Source: an optimization exercise on an open RTL-to-GDS flow (aim: small area and a short achievable clock period). Production flows keep margins and buffers that such runs may drop.

==> trial 57: inputs <==
==> flow/design.v <==
`default_nettype none
module isqrt_pipe
   (input  wire clk,
    input  wire  [14:0] x,
    output logic [7:0] root);
    function automatic [17:0] sstep(input [9:0] rem, input [7:0] rt, input [1:0] xb);
        logic [9:0] t, trial, d;
        t     = {rem[7:0], xb};
        trial = {rt, 2'b01};
        d     = t - trial;
        if (t >= trial) sstep = {d, rt[6:0], 1'b1};
        else            sstep = {t, rt[6:0], 1'b0};
    endfunction
    logic [15:0] xx;
    assign xx = {1'b0, x};
    logic [3:0] rem1;
    logic [2:0] rt1;
    logic [9:0] x1;
    logic [17:0] a0, a1, a2;
    assign a0 = sstep(10'd0, 8'd0, xx[15:14]);
    assign a1 = sstep(a0[17:8], a0[7:0], xx[13:12]);
    assign a2 = sstep(a1[17:8], a1[7:0], xx[11:10]);
    always_ff @(posedge clk) begin
        rem1 <= a2[11:8];
        rt1  <= a2[2:0];
        x1   <= xx[9:0];
    end
    logic [5:0] rem2;
    logic [4:0] rt2;
    logic [5:0] x2;
    logic [17:0] b0, b1;
    assign b0 = sstep({6'd0, rem1}, {5'd0, rt1}, x1[9:8]);
    assign b1 = sstep(b0[17:8], b0[7:0], x1[7:6]);
    always_ff @(posedge clk) begin
        rem2 <= b1[13:8];
        rt2  <= b1[4:0];
        x2   <= x1[5:0];
    end
    logic [7:0] rem3;
    logic [6:0] rt3;
    logic [1:0] x3;
    logic [17:0] c0, c1;
    assign c0 = sstep({4'd0, rem2}, {3'd0, rt2}, x2[5:4]);
    assign c1 = sstep(c0[17:8], c0[7:0], x2[3:2]);
    always_ff @(posedge clk) begin
        rem3 <= c1[15:8];
        rt3  <= c1[6:0];
        x3   <= x2[1:0];
    end
    logic [9:0] t4, trial4;
    assign t4     = {rem3, x3};
    assign trial4 = {1'b0, rt3, 2'b01};
    always_ff @(posedge clk)
        root <= {rt3, (t4 >= trial4)};
endmodule
`default_nettype none
module udiv
   (input  wire clk,
    input  wire  [14:0] dividend,
    input  wire  [7:0]  divisor,
    output logic [7:0]  quotient);
    function automatic [7:0] dstep(input [6:0] rem, input b, input [7:0] dv);
        logic [8:0] t, d;
        t = {1'b0, rem, b};
        d = t - {1'b0, dv};
        if (!d[8]) dstep = {1'b1, d[6:0]};
        else       dstep = {1'b0, t[6:0]};
    endfunction
    logic [6:0]  rem_q [0:6];
    logic [14:0] dd_q  [0:6];
    logic [7:0]  quo_q [0:6];
    logic [7:0]  dv_q  [0:6];
    genvar k;
    generate
        for (k = 0; k < 7; k = k + 1) begin : st
            wire [6:0]  rem_i;
            wire [14:0] dd_i;
            wire [7:0]  quo_i, dv_i;
            if (k == 0) begin : first
                assign rem_i = 7'd0;
                assign dd_i  = dividend;
                assign quo_i = 8'd0;
                assign dv_i  = divisor;
            end else begin : next
                assign rem_i = rem_q[k-1];
                assign dd_i  = dd_q[k-1];
                assign quo_i = quo_q[k-1];
                assign dv_i  = dv_q[k-1];
            end
            wire [7:0]  s0 = dstep(rem_i, dd_i[14], dv_i);
            wire [7:0]  s1 = dstep(s0[6:0], dd_i[13], dv_i);
            always_ff @(posedge clk) begin
                rem_q[k] <= s1[6:0];
                dd_q[k]  <= {dd_i[12:0], 2'b00};
                quo_q[k] <= {quo_i[5:0], s0[7], s1[7]};
                dv_q[k]  <= dv_i;
            end
        end
    endgenerate
    logic [7:0] s_last;
    assign s_last   = dstep(rem_q[6], dd_q[6][14], dv_q[6]);
    assign quotient = {quo_q[6][6:0], s_last[7]};
endmodule
`default_nettype none
module RMS
   (input  wire  signed [7:0] s_TDATA,
    input  wire  s_TVALID,
    output logic [7:0] rms_TDATA,
    output logic filled,
    input  wire  clk, reset_n);
    logic signed [7:0] x0, x1;
    logic v0, v1;
    logic [14:0] sq1;
    always_ff @(posedge clk) begin
        if (~reset_n) begin
            v0 <= 1'b0;
            v1 <= 1'b0;
        end else begin
            v0 <= s_TVALID;
            v1 <= v0;
        end
    end
    logic [15:0] x0_sq;
    assign x0_sq = x0 * x0;
    always_ff @(posedge clk) begin
        x0  <= s_TDATA;
        x1  <= x0;
        sq1 <= x0_sq[14:0];
    end
    logic [8*255-1:0] sr;
    logic [14:0] tail_sq;
    logic [7:0]  sr_last;
    logic [15:0] last_sq;
    assign sr_last = sr[8*255-1 -: 8];
    assign last_sq = $signed(sr_last) * $signed(sr_last);
    always_ff @(posedge clk)
        if (v1) begin
            sr      <= {sr[8*254-1:0], x1};
            tail_sq <= last_sq[14:0];
        end
    logic [8:0] cntr;
    assign filled = cntr[8];
    always_ff @(posedge clk)
        if (~reset_n)
            cntr <= '0;
        else if (v1 & ~filled)
            cntr <= cntr + 1'b1;
    logic [22:0] sum;
    always_ff @(posedge clk)
        if (~reset_n)
            sum <= '0;
        else if (v1)
            sum <= sum + {8'd0, sq1} - {8'd0, (filled ? tail_sq : 15'd0)};
    isqrt_pipe sqrt0 (.clk(clk), .x(sum[22:8]), .root(rms_TDATA));
endmodule
`default_nettype none
module AGC
  #(parameter TARGET  = 81,
    parameter WINDOW_2N = 8,
    parameter INIT_POS = 128)
   (input  wire [7:0] S_TDATA,
    input  wire S_TVALID,
    output logic [7:0] M_TDATA,
    output logic M_TVALID,
    input wire clk, reset_n);
    logic [7:0] rms_tdata;
    logic filled;
    RMS rms_0(.s_TDATA(S_TDATA), .s_TVALID(S_TVALID),
              .rms_TDATA(rms_tdata), .filled(filled),
              .clk(clk), .reset_n(reset_n));
    logic [7:0] current_pos;
    logic [7:0] pos_d;
    logic [14:0] product;
    always_ff @(posedge clk) begin
        pos_d   <= current_pos;
        product <= pos_d * TARGET;
    end
    logic [7:0] quotient;
    udiv div_0 (.clk(clk), .dividend(product), .divisor(rms_tdata),
                .quotient(quotient));
    logic [8:0] vchain;
    always_ff @(posedge clk)
        if (~reset_n) vchain <= '0;
        else          vchain <= {vchain[7:0], filled};
    logic div_out_tvalid;
    assign div_out_tvalid = vchain[8];
    always_ff @(posedge clk) begin
        if (~reset_n)
            current_pos <= INIT_POS;
        else if (div_out_tvalid)
            current_pos <= quotient;
    end
    always_ff @(posedge clk)
        if (~reset_n) M_TVALID <= 0;
        else          M_TVALID <= div_out_tvalid;
    assign M_TDATA = current_pos;
endmodule
==> flow/run.sh <==
#!/bin/bash
# synth_recipe.tcl (not shown) runs the flow's synth.tcl, then flattens the netlist and writes it again
# the make line also repeats each setting of config.mk as NAME=value (left out here)
make -C /OpenROAD-flow-scripts/flow DESIGN_CONFIG=/design/flow/config.mk WORK_HOME=/design/flow/orfs CLKGATE_MAP_FILE= SYNTH_SCRIPT=/design/flow/synth_recipe.tcl finish
==> flow/config.mk <==
export PLATFORM = sky130hd
export DESIGN_NAME = AGC
export DESIGN_NICKNAME = AGC
export VERILOG_FILES = /design/flow/design.v
export SDC_FILE = /design/flow/constraint.sdc
export NUM_CORES = 4
export LEC_CHECK = 0
export CAP_MARGIN = 20
export CORE_MARGIN = 2
export CORE_UTILIZATION = 40
export SLEW_MARGIN = 20
==> flow/constraint.sdc <==
create_clock -name core_clock -period 12.5 [get_ports {clk}]
set_input_delay 2.5000 -clock core_clock [delete_from_list [all_inputs] [get_ports {clk}]]
set_output_delay 2.5000 -clock core_clock [all_outputs]
set_load 0.01 [all_outputs]
==> build 85 (differences from trial 57) <==
==> flow/design.v, changed modules only <==
module udiv
   (input  wire clk,
    input  wire  [14:0] dividend,
    input  wire  [7:0]  divisor,
    output logic [7:0]  quotient);
    function automatic [7:0] dstep(input [6:0] rem, input b, input [7:0] dv);
        logic [8:0] t, d;
        t = {1'b0, rem, b};
        d = t - {1'b0, dv};
        if (!d[8]) dstep = {1'b1, d[6:0]};
        else       dstep = {1'b0, t[6:0]};
    endfunction
    function automatic [8:0] qstep(input [6:0] rem, input [1:0] b, input [7:0] dv);
        logic [10:0] x, d1, d2, d3;
        x  = {2'b00, rem, b};
        d1 = x - {3'b000, dv};
        d2 = x - {2'b00, dv, 1'b0};
        d3 = x - {3'b000, dv} - {2'b00, dv, 1'b0};
        if (!d3[10])      qstep = {2'd3, d3[6:0]};
        else if (!d2[10]) qstep = {2'd2, d2[6:0]};
        else if (!d1[10]) qstep = {2'd1, d1[6:0]};
        else              qstep = {2'd0, x[6:0]};
    endfunction
    logic [2:0]  remA;
    logic [11:0] ddA;
    logic [7:0]  dvA;
    logic [7:0]  a14, a13, a12;
    assign a14 = dstep(7'd0, dividend[14], divisor);
    assign a13 = dstep({6'd0, a14[0]}, dividend[13], divisor);
    assign a12 = dstep({5'd0, a13[1:0]}, dividend[12], divisor);
    always_ff @(posedge clk) begin
        remA <= a12[2:0];
        ddA  <= dividend[11:0];
        dvA  <= divisor;
    end
    logic [4:0] remB;
    logic [9:0] ddB;
    logic [7:0] dvB;
    logic [8:0] b10;
    assign b10 = qstep({4'd0, remA}, ddA[11:10], dvA);
    always_ff @(posedge clk) begin
        remB <= b10[4:0];
        ddB  <= ddA[9:0];
        dvB  <= dvA;
    end
    logic [6:0] remC;
    logic [7:0] ddC;
    logic [7:0] dvC;
    logic [8:0] c8;
    assign c8 = qstep({2'd0, remB}, ddB[9:8], dvB);
    always_ff @(posedge clk) begin
        remC <= c8[6:0];
        ddC  <= ddB[7:0];
        dvC  <= dvB;
    end
    logic [6:0] remD;
    logic [5:0] ddD;
    logic [7:0] dvD;
    logic [1:0] quoD;
    logic [8:0] d6;
    assign d6 = qstep(remC, ddC[7:6], dvC);
    always_ff @(posedge clk) begin
        remD <= d6[6:0];
        ddD  <= ddC[5:0];
        dvD  <= dvC;
        quoD <= d6[8:7];
    end
    logic [6:0] remE;
    logic [3:0] ddE;
    logic [7:0] dvE;
    logic [3:0] quoE;
    logic [8:0] e4;
    assign e4 = qstep(remD, ddD[5:4], dvD);
    always_ff @(posedge clk) begin
        remE <= e4[6:0];
        ddE  <= ddD[3:0];
        dvE  <= dvD;
        quoE <= {quoD, e4[8:7]};
    end
    logic [6:0] remF;
    logic [1:0] ddF;
    logic [7:0] dvF;
    logic [5:0] quoF;
    logic [8:0] f2;
    assign f2 = qstep(remE, ddE[3:2], dvE);
    always_ff @(posedge clk) begin
        remF <= f2[6:0];
        ddF  <= ddE[1:0];
        dvF  <= dvE;
        quoF <= {quoE, f2[8:7]};
    end
    logic [6:0] remG;
    logic       ddG;
    logic [7:0] dvG;
    logic [6:0] quoG;
    logic [7:0] g1;
    assign g1 = dstep(remF, ddF[1], dvF);
    always_ff @(posedge clk) begin
        remG <= g1[6:0];
        ddG  <= ddF[0];
        dvG  <= dvF;
        quoG <= {quoF, g1[7]};
    end
    logic [8:0] t0;
    assign t0       = {1'b0, remG, ddG};
    assign quotient = {quoG, (t0 >= {1'b0, dvG})};
endmodule
module RMS
   (input  wire  signed [7:0] s_TDATA,
    input  wire  s_TVALID,
    output logic [7:0] rms_TDATA,
    output logic filled,
    input  wire  clk, reset_n);
    function automatic [22:0] sqparts(input [7:0] x);
        logic signed [4:0] h;
        logic [4:0] l;
        logic signed [9:0] hh, hl, ll;
        h  = {x[7], x[7:4]};
        l  = {1'b0, x[3:0]};
        hh = h * h;
        ll = l * l;
        hl = h * $signed(l);
        sqparts = {hl[7:0], hh[6:0], ll[7:0]};
    endfunction
    function automatic [14:0] sqjoin(input [22:0] p);
        logic [15:0] s;
        s = {1'b0, p[14:0]} + {{3{p[22]}}, p[22:15], 5'd0};
        sqjoin = s[14:0];
    endfunction
    logic signed [7:0] x0, x1;
    logic v0, v1;
    logic [22:0] sqp1;
    always_ff @(posedge clk) begin
        if (~reset_n) begin
            v0 <= 1'b0;
            v1 <= 1'b0;
        end else begin
            v0 <= s_TVALID;
            v1 <= v0;
        end
    end
    always_ff @(posedge clk) begin
        x0   <= s_TDATA;
        x1   <= x0;
        sqp1 <= sqparts(x0);
    end
    logic [8*254-1:0] sr;
    logic [22:0] last_p;
    logic [14:0] tail_sq;
    always_ff @(posedge clk)
        if (v1) begin
            sr      <= {sr[8*253-1:0], x1};
            last_p  <= sqparts(sr[8*254-1 -: 8]);
            tail_sq <= sqjoin(last_p);
        end
    logic [8:0] cntr;
    assign filled = cntr[8];
    always_ff @(posedge clk)
        if (~reset_n)
            cntr <= '0;
        else if (v1 & ~filled)
            cntr <= cntr + 1'b1;
    logic [22:0] sum;
    always_ff @(posedge clk)
        if (~reset_n)
            sum <= '0;
        else if (v1)
            sum <= sum + {8'd0, sqp1[14:0]} + {{10{sqp1[22]}}, sqp1[22:15], 5'd0}
                       - {8'd0, (filled ? tail_sq : 15'd0)};
    isqrt_pipe sqrt0 (.clk(clk), .x(sum[22:8]), .root(rms_TDATA));
endmodule
module AGC
  #(parameter TARGET  = 81,
    parameter WINDOW_2N = 8,
    parameter INIT_POS = 128)
   (input  wire [7:0] S_TDATA,
    input  wire S_TVALID,
    output logic [7:0] M_TDATA,
    output logic M_TVALID,
    input wire clk, reset_n);
    logic [7:0] rms_tdata;
    logic filled;
    RMS rms_0(.s_TDATA(S_TDATA), .s_TVALID(S_TVALID),
              .rms_TDATA(rms_tdata), .filled(filled),
              .clk(clk), .reset_n(reset_n));
    logic [7:0] current_pos;
    logic [7:0] current_pos_n;    
    logic [7:0] pos_d;
    logic [14:0] product;
    always_ff @(posedge clk) begin
        pos_d   <= ~current_pos_n;
        product <= pos_d * TARGET;
    end
    logic [7:0] quotient;
    udiv div_0 (.clk(clk), .dividend(product), .divisor(rms_tdata),
                .quotient(quotient));
    logic [8:0] vchain;
    always_ff @(posedge clk)
        if (~reset_n) vchain <= '0;
        else          vchain <= {vchain[7:0], filled};
    logic div_out_tvalid;
    assign div_out_tvalid = vchain[8];
    always_ff @(posedge clk) begin
        if (~reset_n)
            current_pos <= INIT_POS;
        else if (div_out_tvalid)
            current_pos <= quotient;
    end
    always_ff @(posedge clk) begin
        if (~reset_n)
            current_pos_n <= ~INIT_POS;
        else if (div_out_tvalid)
            current_pos_n <= ~quotient;
    end
    always_ff @(posedge clk)
        if (~reset_n) M_TVALID <= 0;
        else          M_TVALID <= div_out_tvalid;
    assign M_TDATA = current_pos;
endmodule
==> results.sh <==
export IMPL_ys_ff_latch=2387
export IMPL_synth_compound_area_share_pct=2.62
export IMPL_fin_nets=4700
export IMPL_cp_arrival_ps=5780
export IMPL_status="complete, no violations"
export IMPL_stdcell_count=7182
export IMPL_tightest_slew_ps=1070
export IMPL_antenna_found_initial=3
[end of results for trial 57]
==> results.sh <==
export IMPL_cp_arrival_ps=1830
export IMPL_status="complete, no violations"
export IMPL_fin_nets=4761
export IMPL_tightest_slew_ps=1150
export IMPL_stdcell_count=7266
export IMPL_synth_compound_area_share_pct=3.27
export IMPL_antenna_found_initial=4
[end of results for build 85]
Function was not checked in any run of this note: the RTL went through the layout flow alone.

==> port drivers added, routing unchanged <==
The flow's constraints put no driver on any port. The routed layouts listed below were extracted and timed again, unchanged, in two steps. Step 1 sets driving cells, clkbuf_16 on the clock port and buf_2 on the other inputs (assumed; they add their load-dependent delay and slew). Step 2, shift: input delay + t, output delay - t, t = (earliest + latest rising clock arrival at the registers) / 2. This alone moves slack from input paths to output paths. Slacks: no drivers / after step 1 / after step 2; pairs: no drivers / after step 1.
run	t (ns)	setup WS [ns]	worst data-port slew with drivers (ns)
trial 57	0.890	7.414 / 7.414 / 7.414	0.04
build 85	0.887	8.165 / 8.089 / 8.175	0.03
After both steps every run listed still meets setup and hold.
